Source: an optimization exercise on an open RTL-to-GDS flow (aim: small area and a short achievable clock period). Production flows keep margins and buffers that such runs may drop.
RTL that was checked went through simulation tests only; none was proved equivalent to the original.
Power and IR drop assume default switching activity.

==> trial 90: inputs <==
// mcdf
module mcdf(
  input clk_i,
  input rstn_i,
  input [1:0]  cmd_i,
  input [8-1:0] cmd_addr_i,
  input [32-1:0] cmd_data_i,
  output[32-1:0] cmd_data_o,
  input [31:0] ch0_data_i,
  input  ch0_vld_i,
  input [31:0] ch1_data_i,
  input  ch1_vld_i,
  input [31:0] ch2_data_i,
  input  ch2_vld_i,
  output  ch0_ready_o,
  output  ch1_ready_o,
  output  ch2_ready_o,
  input  fmt_grant_i,
  output [1:0] fmt_chid_o,
  output fmt_req_o,
  output [5:0]  fmt_length_o,
  output [31:0] fmt_data_o,
  output fmt_start_o,
  output fmt_end_o );
clock: 8.0 ns
lec_check: 0
cap_margin: 20
core_margin: 2
core_utilization: 40
slew_margin: 20
run.sh (not shown) runs the stock make flow with config.mk's settings and CLKGATE_MAP_FILE= SYNTH_SCRIPT=/design/flow/synth_recipe.tcl, a recipe that flattens the netlist after the stock synthesis.
==> build 62 (differences from trial 90) <==
--- a/flow/design.v
+++ b/flow/design.v
@@ -1,54 +1,61 @@
 module mcdf_chan (
   input             clk_i,
   input             rstn_i,
   input      [31:0] data_i,
   input             vld_i,
   input             en_next_i,    
   input             pop_req_i,    
+  input             sel_i,        
   output reg        ready_o,
   output     [5:0]  free_o,       
   output            empty_o,
   output reg        val_o,        
   output     [31:0] rdata_o       
 );
 reg [31:0] mem [0:31];
 reg [4:0]  wr_r;       
 reg [4:0]  lp_r;       
 reg [5:0]  free_r;     
 wire push = vld_i & ready_o;
 wire pop  = pop_req_i & ~free_r[5];
-reg [5:0] free_nx;
-always @(*) begin
-  case ({push, pop})
-    2'b10:   free_nx = free_r - 6'd1;
-    2'b01:   free_nx = free_r + 6'd1;
-    default: free_nx = free_r;
-  endcase
-end
+wire       f0 = (free_r == 6'd0);
+wire       f1 = (free_r == 6'd1);
+wire       full_nx = ~pop & (f0 | (push & f1));
+wire [5:0] free_m1 = free_r - 6'd1;
+wire [5:0] free_p1 = free_r + 6'd1;
+wire [5:0] free_nx = (push & ~pop) ? free_m1 : (pop & ~push) ? free_p1 : free_r;
 always @(posedge clk_i or negedge rstn_i) begin
   if (!rstn_i) begin
     wr_r    <= 5'd0;
     lp_r    <= 5'd31;
     free_r  <= 6'd32;
     ready_o <= 1'b1;
     val_o   <= 1'b0;
   end else begin
     if (push) wr_r <= wr_r + 5'd1;
     if (pop)  lp_r <= lp_r + 5'd1;
     free_r  <= free_nx;
-    ready_o <= en_next_i & (free_nx != 6'd0);
+    ready_o <= en_next_i & ~full_nx;
     val_o   <= pop;
   end
 end
 always @(posedge clk_i) begin
   if (ready_o) mem[wr_r] <= data_i;
 end
-assign rdata_o = mem[lp_r];
+wire [31:0] rsel = sel_i ? (32'd1 << lp_r) : 32'd0;
+reg  [31:0] rd;
+integer k;
+always @(*) begin
+  rd = 32'd0;
+  for (k = 0; k < 32; k = k + 1)
+    rd = rd | (mem[k] & {32{rsel[k]}});
+end
+assign rdata_o = rd;
 assign free_o  = free_r;
 assign empty_o = free_r[5];
 endmodule
 module mcdf(
   input clk_i,
   input rstn_i,
   input [1:0]  cmd_i,
   input [8-1:0] cmd_addr_i,
@@ -110,28 +117,30 @@
 reg  [2:0] bval_r;
 reg  [31:0] buf0_r, buf1_r, buf2_r;
 wire id_none = (id_r == 2'b11);
 wire id_req  = (s_idle & id_none) | s_end;
 wire ge_len  = len_r[0] ? (cnt_rec_r >= 6'd4)  :
                len_r[1] ? (cnt_rec_r >= 6'd8)  :
                len_r[2] ? (cnt_rec_r >= 6'd16) : (cnt_rec_r >= 6'd32);
 wire ack     = (s_idle & ~id_none) | (s_req & ~ge_len);
-wire send    = s_start | s_send | s_end;
+reg  send_r;                      
+reg  req_r;                       
+wire send    = send_r;
 wire empty0, empty1, empty2;
 wire val0, val1, val2;
 wire [31:0] rd0, rd1, rd2;
 mcdf_chan chan0 (.clk_i(clk_i), .rstn_i(rstn_i), .data_i(ch0_data_i), .vld_i(ch0_vld_i),
-  .en_next_i(cfg0_nx[0]), .pop_req_i(ack & (id_r == 2'b00)), .ready_o(ch0_ready_o),
+  .en_next_i(cfg0_nx[0]), .pop_req_i(ack & (id_r == 2'b00)), .sel_i(id_r == 2'b00), .ready_o(ch0_ready_o),
   .free_o(free0), .empty_o(empty0), .val_o(val0), .rdata_o(rd0));
 mcdf_chan chan1 (.clk_i(clk_i), .rstn_i(rstn_i), .data_i(ch1_data_i), .vld_i(ch1_vld_i),
-  .en_next_i(cfg1_nx[0]), .pop_req_i(ack & (id_r == 2'b01)), .ready_o(ch1_ready_o),
+  .en_next_i(cfg1_nx[0]), .pop_req_i(ack & (id_r == 2'b01)), .sel_i(id_r == 2'b01), .ready_o(ch1_ready_o),
   .free_o(free1), .empty_o(empty1), .val_o(val1), .rdata_o(rd1));
 mcdf_chan chan2 (.clk_i(clk_i), .rstn_i(rstn_i), .data_i(ch2_data_i), .vld_i(ch2_vld_i),
-  .en_next_i(cfg2_nx[0]), .pop_req_i(ack & (id_r == 2'b10)), .ready_o(ch2_ready_o),
+  .en_next_i(cfg2_nx[0]), .pop_req_i(ack & (id_r == 2'b10)), .sel_i(id_r == 2'b10), .ready_o(ch2_ready_o),
   .free_o(free2), .empty_o(empty2), .val_o(val2), .rdata_o(rd2));
 wire [1:0] p0 = cfg0_r[2:1], p1 = cfg1_r[2:1], p2 = cfg2_r[2:1];
 reg  [1:0] id_nx;
 always @(*) begin
   case ({~empty2, ~empty1, ~empty0})
     3'b001:  id_nx = 2'b00;
     3'b010:  id_nx = 2'b01;
     3'b011:  id_nx = (p1 >= p0) ? 2'b00 : 2'b01;
@@ -160,21 +169,22 @@
     default: len_nx = 4'b1000;
   endcase
 end
 reg        a2f_val;
 reg        bval_sel;
 reg [31:0] a2f_data;
 reg [31:0] buf_sel;
 always @(*) begin
+  a2f_data = rd0 | rd1 | rd2;    
   case (id_r)
-    2'b00:   begin a2f_val = val0; a2f_data = rd0; bval_sel = bval_r[0]; buf_sel = buf0_r; end
-    2'b01:   begin a2f_val = val1; a2f_data = rd1; bval_sel = bval_r[1]; buf_sel = buf1_r; end
-    2'b10:   begin a2f_val = val2; a2f_data = rd2; bval_sel = bval_r[2]; buf_sel = buf2_r; end
-    default: begin a2f_val = 1'b0; a2f_data = 32'hffff_ffff; bval_sel = 1'b0; buf_sel = 32'hffff_ffff; end
+    2'b00:   begin a2f_val = val0; bval_sel = bval_r[0]; buf_sel = buf0_r; end
+    2'b01:   begin a2f_val = val1; bval_sel = bval_r[1]; buf_sel = buf1_r; end
+    2'b10:   begin a2f_val = val2; bval_sel = bval_r[2]; buf_sel = buf2_r; end
+    default: begin a2f_val = 1'b0; bval_sel = 1'b0; buf_sel = 32'hffff_ffff; end
   endcase
 end
 wire        take   = ack & (a2f_val | bval_sel);    
 wire [31:0] din    = bval_sel ? buf_sel : a2f_data;
 wire eq_last = len_r[0] ? (cnt_rec_r == 6'd3)  :
                len_r[1] ? (cnt_rec_r == 6'd7)  :
                len_r[2] ? (cnt_rec_r == 6'd15) : (cnt_rec_r == 6'd31);
 wire eq_send = len_r[0] ? (cnt_sen_r == 6'd2)  :
@@ -184,17 +194,21 @@
   if (!rstn_i) begin
     id_r <= 2'b11;
     len_r <= 4'b1000;
     s_idle <= 1'b1; s_req <= 1'b0; s_wait <= 1'b0;
     s_start <= 1'b0; s_send <= 1'b0; s_end <= 1'b0;
     cnt_rec_r <= 6'd0;
     cnt_sen_r <= 6'd0;
     bval_r <= 3'b000;
+    send_r <= 1'b0;
+    req_r <= 1'b0;
   end else begin
+    send_r  <= (s_wait & fmt_grant_i) | s_start | s_send;
+    req_r   <= (s_idle & eq_last) | s_req | (s_wait & ~fmt_grant_i);
     if (id_req) begin
       id_r  <= id_nx;
       len_r <= len_nx;
     end
     s_idle  <= (s_idle & ~eq_last) | s_end;
     s_req   <= (s_idle & eq_last) | (s_req & ~ge_len);
     s_wait  <= (s_req & ge_len) | (s_wait & ~fmt_grant_i);
     s_start <= s_wait & fmt_grant_i;
@@ -211,32 +225,39 @@
     end else begin
       if (id_r == 2'b00 && val0) bval_r[0] <= 1'b1;
       if (id_r == 2'b01 && val1) bval_r[1] <= 1'b1;
       if (id_r == 2'b10 && val2) bval_r[2] <= 1'b1;
     end
   end
 end
 always @(posedge clk_i) begin
-  if (!ack && id_r == 2'b00 && val0) buf0_r <= rd0;
-  if (!ack && id_r == 2'b01 && val1) buf1_r <= rd1;
-  if (!ack && id_r == 2'b10 && val2) buf2_r <= rd2;
+  if (!ack && id_r == 2'b00 && val0) buf0_r <= a2f_data;
+  if (!ack && id_r == 2'b01 && val1) buf1_r <= a2f_data;
+  if (!ack && id_r == 2'b10 && val2) buf2_r <= a2f_data;
 end
 reg [31:0] pk [0:31];
-wire shift = take | send;
+reg [31:0] pk_in_r;
+reg        pk_we_r;
+always @(posedge clk_i or negedge rstn_i) begin
+  if (!rstn_i) pk_we_r <= 1'b0;
+  else         pk_we_r <= take;
+end
+always @(posedge clk_i) pk_in_r <= din;
+wire shift = pk_we_r | send_r;
 integer i;
 always @(posedge clk_i) begin
   if (shift) begin
     for (i = 0; i < 31; i = i + 1)
       pk[i] <= pk[i+1];
-    pk[31] <= din;
-    if (len_r[0]) pk[3]  <= din;
-    if (len_r[1]) pk[7]  <= din;
-    if (len_r[2]) pk[15] <= din;
+    pk[31] <= pk_in_r;
+    if (len_r[0]) pk[3]  <= pk_in_r;
+    if (len_r[1]) pk[7]  <= pk_in_r;
+    if (len_r[2]) pk[15] <= pk_in_r;
   end
 end
 assign fmt_data_o   = send ? pk[0] : 32'hffff_ffff;
 assign fmt_chid_o   = id_r;
 assign fmt_length_o = {len_r, 2'b00};
-assign fmt_req_o    = s_req | s_wait;
+assign fmt_req_o    = req_r;
 assign fmt_start_o  = s_start;
 assign fmt_end_o    = s_end;
 endmodule
==> build 30 (differences from trial 90) <==
--- a/flow/design.v
+++ b/flow/design.v
@@ -1,54 +1,61 @@
 module mcdf_chan (
   input             clk_i,
   input             rstn_i,
   input      [31:0] data_i,
   input             vld_i,
   input             en_next_i,    
   input             pop_req_i,    
+  input             sel_i,        
   output reg        ready_o,
   output     [5:0]  free_o,       
   output            empty_o,
   output reg        val_o,        
   output     [31:0] rdata_o       
 );
 reg [31:0] mem [0:31];
 reg [4:0]  wr_r;       
 reg [4:0]  lp_r;       
 reg [5:0]  free_r;     
 wire push = vld_i & ready_o;
 wire pop  = pop_req_i & ~free_r[5];
-reg [5:0] free_nx;
-always @(*) begin
-  case ({push, pop})
-    2'b10:   free_nx = free_r - 6'd1;
-    2'b01:   free_nx = free_r + 6'd1;
-    default: free_nx = free_r;
-  endcase
-end
+wire       f0 = (free_r == 6'd0);
+wire       f1 = (free_r == 6'd1);
+wire       full_nx = ~pop & (f0 | (push & f1));
+wire [5:0] free_m1 = free_r - 6'd1;
+wire [5:0] free_p1 = free_r + 6'd1;
+wire [5:0] free_nx = (push & ~pop) ? free_m1 : (pop & ~push) ? free_p1 : free_r;
 always @(posedge clk_i or negedge rstn_i) begin
   if (!rstn_i) begin
     wr_r    <= 5'd0;
     lp_r    <= 5'd31;
     free_r  <= 6'd32;
     ready_o <= 1'b1;
     val_o   <= 1'b0;
   end else begin
     if (push) wr_r <= wr_r + 5'd1;
     if (pop)  lp_r <= lp_r + 5'd1;
     free_r  <= free_nx;
-    ready_o <= en_next_i & (free_nx != 6'd0);
+    ready_o <= en_next_i & ~full_nx;
     val_o   <= pop;
   end
 end
 always @(posedge clk_i) begin
   if (ready_o) mem[wr_r] <= data_i;
 end
-assign rdata_o = mem[lp_r];
+wire [31:0] rsel = sel_i ? (32'd1 << lp_r) : 32'd0;
+reg  [31:0] rd;
+integer k;
+always @(*) begin
+  rd = 32'd0;
+  for (k = 0; k < 32; k = k + 1)
+    rd = rd | (mem[k] & {32{rsel[k]}});
+end
+assign rdata_o = rd;
 assign free_o  = free_r;
 assign empty_o = free_r[5];
 endmodule
 module mcdf(
   input clk_i,
   input rstn_i,
   input [1:0]  cmd_i,
   input [8-1:0] cmd_addr_i,
@@ -110,28 +117,30 @@
 reg  [2:0] bval_r;
 reg  [31:0] buf0_r, buf1_r, buf2_r;
 wire id_none = (id_r == 2'b11);
 wire id_req  = (s_idle & id_none) | s_end;
 wire ge_len  = len_r[0] ? (cnt_rec_r >= 6'd4)  :
                len_r[1] ? (cnt_rec_r >= 6'd8)  :
                len_r[2] ? (cnt_rec_r >= 6'd16) : (cnt_rec_r >= 6'd32);
 wire ack     = (s_idle & ~id_none) | (s_req & ~ge_len);
-wire send    = s_start | s_send | s_end;
+reg  send_r;                      
+reg  req_r;                       
+wire send    = send_r;
 wire empty0, empty1, empty2;
 wire val0, val1, val2;
 wire [31:0] rd0, rd1, rd2;
 mcdf_chan chan0 (.clk_i(clk_i), .rstn_i(rstn_i), .data_i(ch0_data_i), .vld_i(ch0_vld_i),
-  .en_next_i(cfg0_nx[0]), .pop_req_i(ack & (id_r == 2'b00)), .ready_o(ch0_ready_o),
+  .en_next_i(cfg0_nx[0]), .pop_req_i(ack & (id_r == 2'b00)), .sel_i(id_r == 2'b00), .ready_o(ch0_ready_o),
   .free_o(free0), .empty_o(empty0), .val_o(val0), .rdata_o(rd0));
 mcdf_chan chan1 (.clk_i(clk_i), .rstn_i(rstn_i), .data_i(ch1_data_i), .vld_i(ch1_vld_i),
-  .en_next_i(cfg1_nx[0]), .pop_req_i(ack & (id_r == 2'b01)), .ready_o(ch1_ready_o),
+  .en_next_i(cfg1_nx[0]), .pop_req_i(ack & (id_r == 2'b01)), .sel_i(id_r == 2'b01), .ready_o(ch1_ready_o),
   .free_o(free1), .empty_o(empty1), .val_o(val1), .rdata_o(rd1));
 mcdf_chan chan2 (.clk_i(clk_i), .rstn_i(rstn_i), .data_i(ch2_data_i), .vld_i(ch2_vld_i),
-  .en_next_i(cfg2_nx[0]), .pop_req_i(ack & (id_r == 2'b10)), .ready_o(ch2_ready_o),
+  .en_next_i(cfg2_nx[0]), .pop_req_i(ack & (id_r == 2'b10)), .sel_i(id_r == 2'b10), .ready_o(ch2_ready_o),
   .free_o(free2), .empty_o(empty2), .val_o(val2), .rdata_o(rd2));
 wire [1:0] p0 = cfg0_r[2:1], p1 = cfg1_r[2:1], p2 = cfg2_r[2:1];
 reg  [1:0] id_nx;
 always @(*) begin
   case ({~empty2, ~empty1, ~empty0})
     3'b001:  id_nx = 2'b00;
     3'b010:  id_nx = 2'b01;
     3'b011:  id_nx = (p1 >= p0) ? 2'b00 : 2'b01;
@@ -160,21 +169,22 @@
     default: len_nx = 4'b1000;
   endcase
 end
 reg        a2f_val;
 reg        bval_sel;
 reg [31:0] a2f_data;
 reg [31:0] buf_sel;
 always @(*) begin
+  a2f_data = rd0 | rd1 | rd2;    
   case (id_r)
-    2'b00:   begin a2f_val = val0; a2f_data = rd0; bval_sel = bval_r[0]; buf_sel = buf0_r; end
-    2'b01:   begin a2f_val = val1; a2f_data = rd1; bval_sel = bval_r[1]; buf_sel = buf1_r; end
-    2'b10:   begin a2f_val = val2; a2f_data = rd2; bval_sel = bval_r[2]; buf_sel = buf2_r; end
-    default: begin a2f_val = 1'b0; a2f_data = 32'hffff_ffff; bval_sel = 1'b0; buf_sel = 32'hffff_ffff; end
+    2'b00:   begin a2f_val = val0; bval_sel = bval_r[0]; buf_sel = buf0_r; end
+    2'b01:   begin a2f_val = val1; bval_sel = bval_r[1]; buf_sel = buf1_r; end
+    2'b10:   begin a2f_val = val2; bval_sel = bval_r[2]; buf_sel = buf2_r; end
+    default: begin a2f_val = 1'b0; bval_sel = 1'b0; buf_sel = 32'hffff_ffff; end
   endcase
 end
 wire        take   = ack & (a2f_val | bval_sel);    
 wire [31:0] din    = bval_sel ? buf_sel : a2f_data;
 wire eq_last = len_r[0] ? (cnt_rec_r == 6'd3)  :
                len_r[1] ? (cnt_rec_r == 6'd7)  :
                len_r[2] ? (cnt_rec_r == 6'd15) : (cnt_rec_r == 6'd31);
 wire eq_send = len_r[0] ? (cnt_sen_r == 6'd2)  :
@@ -184,17 +194,21 @@
   if (!rstn_i) begin
     id_r <= 2'b11;
     len_r <= 4'b1000;
     s_idle <= 1'b1; s_req <= 1'b0; s_wait <= 1'b0;
     s_start <= 1'b0; s_send <= 1'b0; s_end <= 1'b0;
     cnt_rec_r <= 6'd0;
     cnt_sen_r <= 6'd0;
     bval_r <= 3'b000;
+    send_r <= 1'b0;
+    req_r <= 1'b0;
   end else begin
+    send_r  <= (s_wait & fmt_grant_i) | s_start | s_send;
+    req_r   <= (s_idle & eq_last) | s_req | (s_wait & ~fmt_grant_i);
     if (id_req) begin
       id_r  <= id_nx;
       len_r <= len_nx;
     end
     s_idle  <= (s_idle & ~eq_last) | s_end;
     s_req   <= (s_idle & eq_last) | (s_req & ~ge_len);
     s_wait  <= (s_req & ge_len) | (s_wait & ~fmt_grant_i);
     s_start <= s_wait & fmt_grant_i;
@@ -211,32 +225,39 @@
     end else begin
       if (id_r == 2'b00 && val0) bval_r[0] <= 1'b1;
       if (id_r == 2'b01 && val1) bval_r[1] <= 1'b1;
       if (id_r == 2'b10 && val2) bval_r[2] <= 1'b1;
     end
   end
 end
 always @(posedge clk_i) begin
-  if (!ack && id_r == 2'b00 && val0) buf0_r <= rd0;
-  if (!ack && id_r == 2'b01 && val1) buf1_r <= rd1;
-  if (!ack && id_r == 2'b10 && val2) buf2_r <= rd2;
+  if (!ack && id_r == 2'b00 && val0) buf0_r <= a2f_data;
+  if (!ack && id_r == 2'b01 && val1) buf1_r <= a2f_data;
+  if (!ack && id_r == 2'b10 && val2) buf2_r <= a2f_data;
 end
 reg [31:0] pk [0:31];
-wire shift = take | send;
+reg [31:0] pk_in_r;
+reg        pk_we_r;
+always @(posedge clk_i or negedge rstn_i) begin
+  if (!rstn_i) pk_we_r <= 1'b0;
+  else         pk_we_r <= take;
+end
+always @(posedge clk_i) pk_in_r <= din;
+wire shift = pk_we_r | send_r;
 integer i;
 always @(posedge clk_i) begin
   if (shift) begin
     for (i = 0; i < 31; i = i + 1)
       pk[i] <= pk[i+1];
-    pk[31] <= din;
-    if (len_r[0]) pk[3]  <= din;
-    if (len_r[1]) pk[7]  <= din;
-    if (len_r[2]) pk[15] <= din;
+    pk[31] <= pk_in_r;
+    if (len_r[0]) pk[3]  <= pk_in_r;
+    if (len_r[1]) pk[7]  <= pk_in_r;
+    if (len_r[2]) pk[15] <= pk_in_r;
   end
 end
 assign fmt_data_o   = send ? pk[0] : 32'hffff_ffff;
 assign fmt_chid_o   = id_r;
 assign fmt_length_o = {len_r, 2'b00};
-assign fmt_req_o    = s_req | s_wait;
+assign fmt_req_o    = req_r;
 assign fmt_start_o  = s_start;
 assign fmt_end_o    = s_end;
 endmodule
SETUP_SLACK_MARGIN = 4.5   (was unset)
==> run notes <==
Trial 90 finished clean. Build 62 ran to the end with no violations. Build 30 finished clean.
Against trial 90, the critical path depth of build 30 is higher by 3.
Sequential power is about the same in build 62 and build 30.
In synthesized cell count, build 62 and build 30 do not differ.
Against build 30, the worst setup slack of build 62 is lower by 2100 ps.
Total power: build 62 < trial 90 < build 30.
In trial 90 the combinational power is larger than in build 62, by 27%.
Against build 30, the via count of trial 90 is smaller by 26%.
The lowest core utilization belongs to trial 90, the highest to build 30.
No functional check of the RTL was part of trial 90.

-- static timing again, ports no longer ideal --
The results above use ideal ports. As a check the final layouts listed here were re-extracted and re-timed, cells and wires unchanged.
Step 1 (the two cells are an assumption about what drives the block):
set clk [get_ports {clk_i}]
set_driving_cell -lib_cell sky130_fd_sc_hd__clkbuf_16 $clk
set_driving_cell -lib_cell sky130_fd_sc_hd__buf_2 [delete_from_list [all_inputs] $clk]
Step 2, shift: input delay + t, output delay - t, t = (earliest + latest rising clock arrival at the registers) / 2. This alone moves slack from input paths to output paths.
Three values: ideal ports, drivers, drivers and shift; two values: the first two.
| run | t (ns) | slack for setup (ns) | worst hold slack (ns) | worst register clock-pin slew, ns |
|---|---|---|---|---|
| trial 90 | 1.061 | 2.666 / 2.666 / 2.666 | 0.363 / 0.363 / 0.363 | 0.07 / 0.07 |
| build 62 | 1.051 | 1.569 / 1.569 / 1.569 | 0.401 / 0.401 / 0.401 | 0.07 / 0.07 |
| build 30 | 1.044 | 3.641 / 3.641 / 3.641 | 0.381 / 0.381 / 0.381 | 0.07 / 0.07 |
After both steps setup and hold are still met in every run listed.
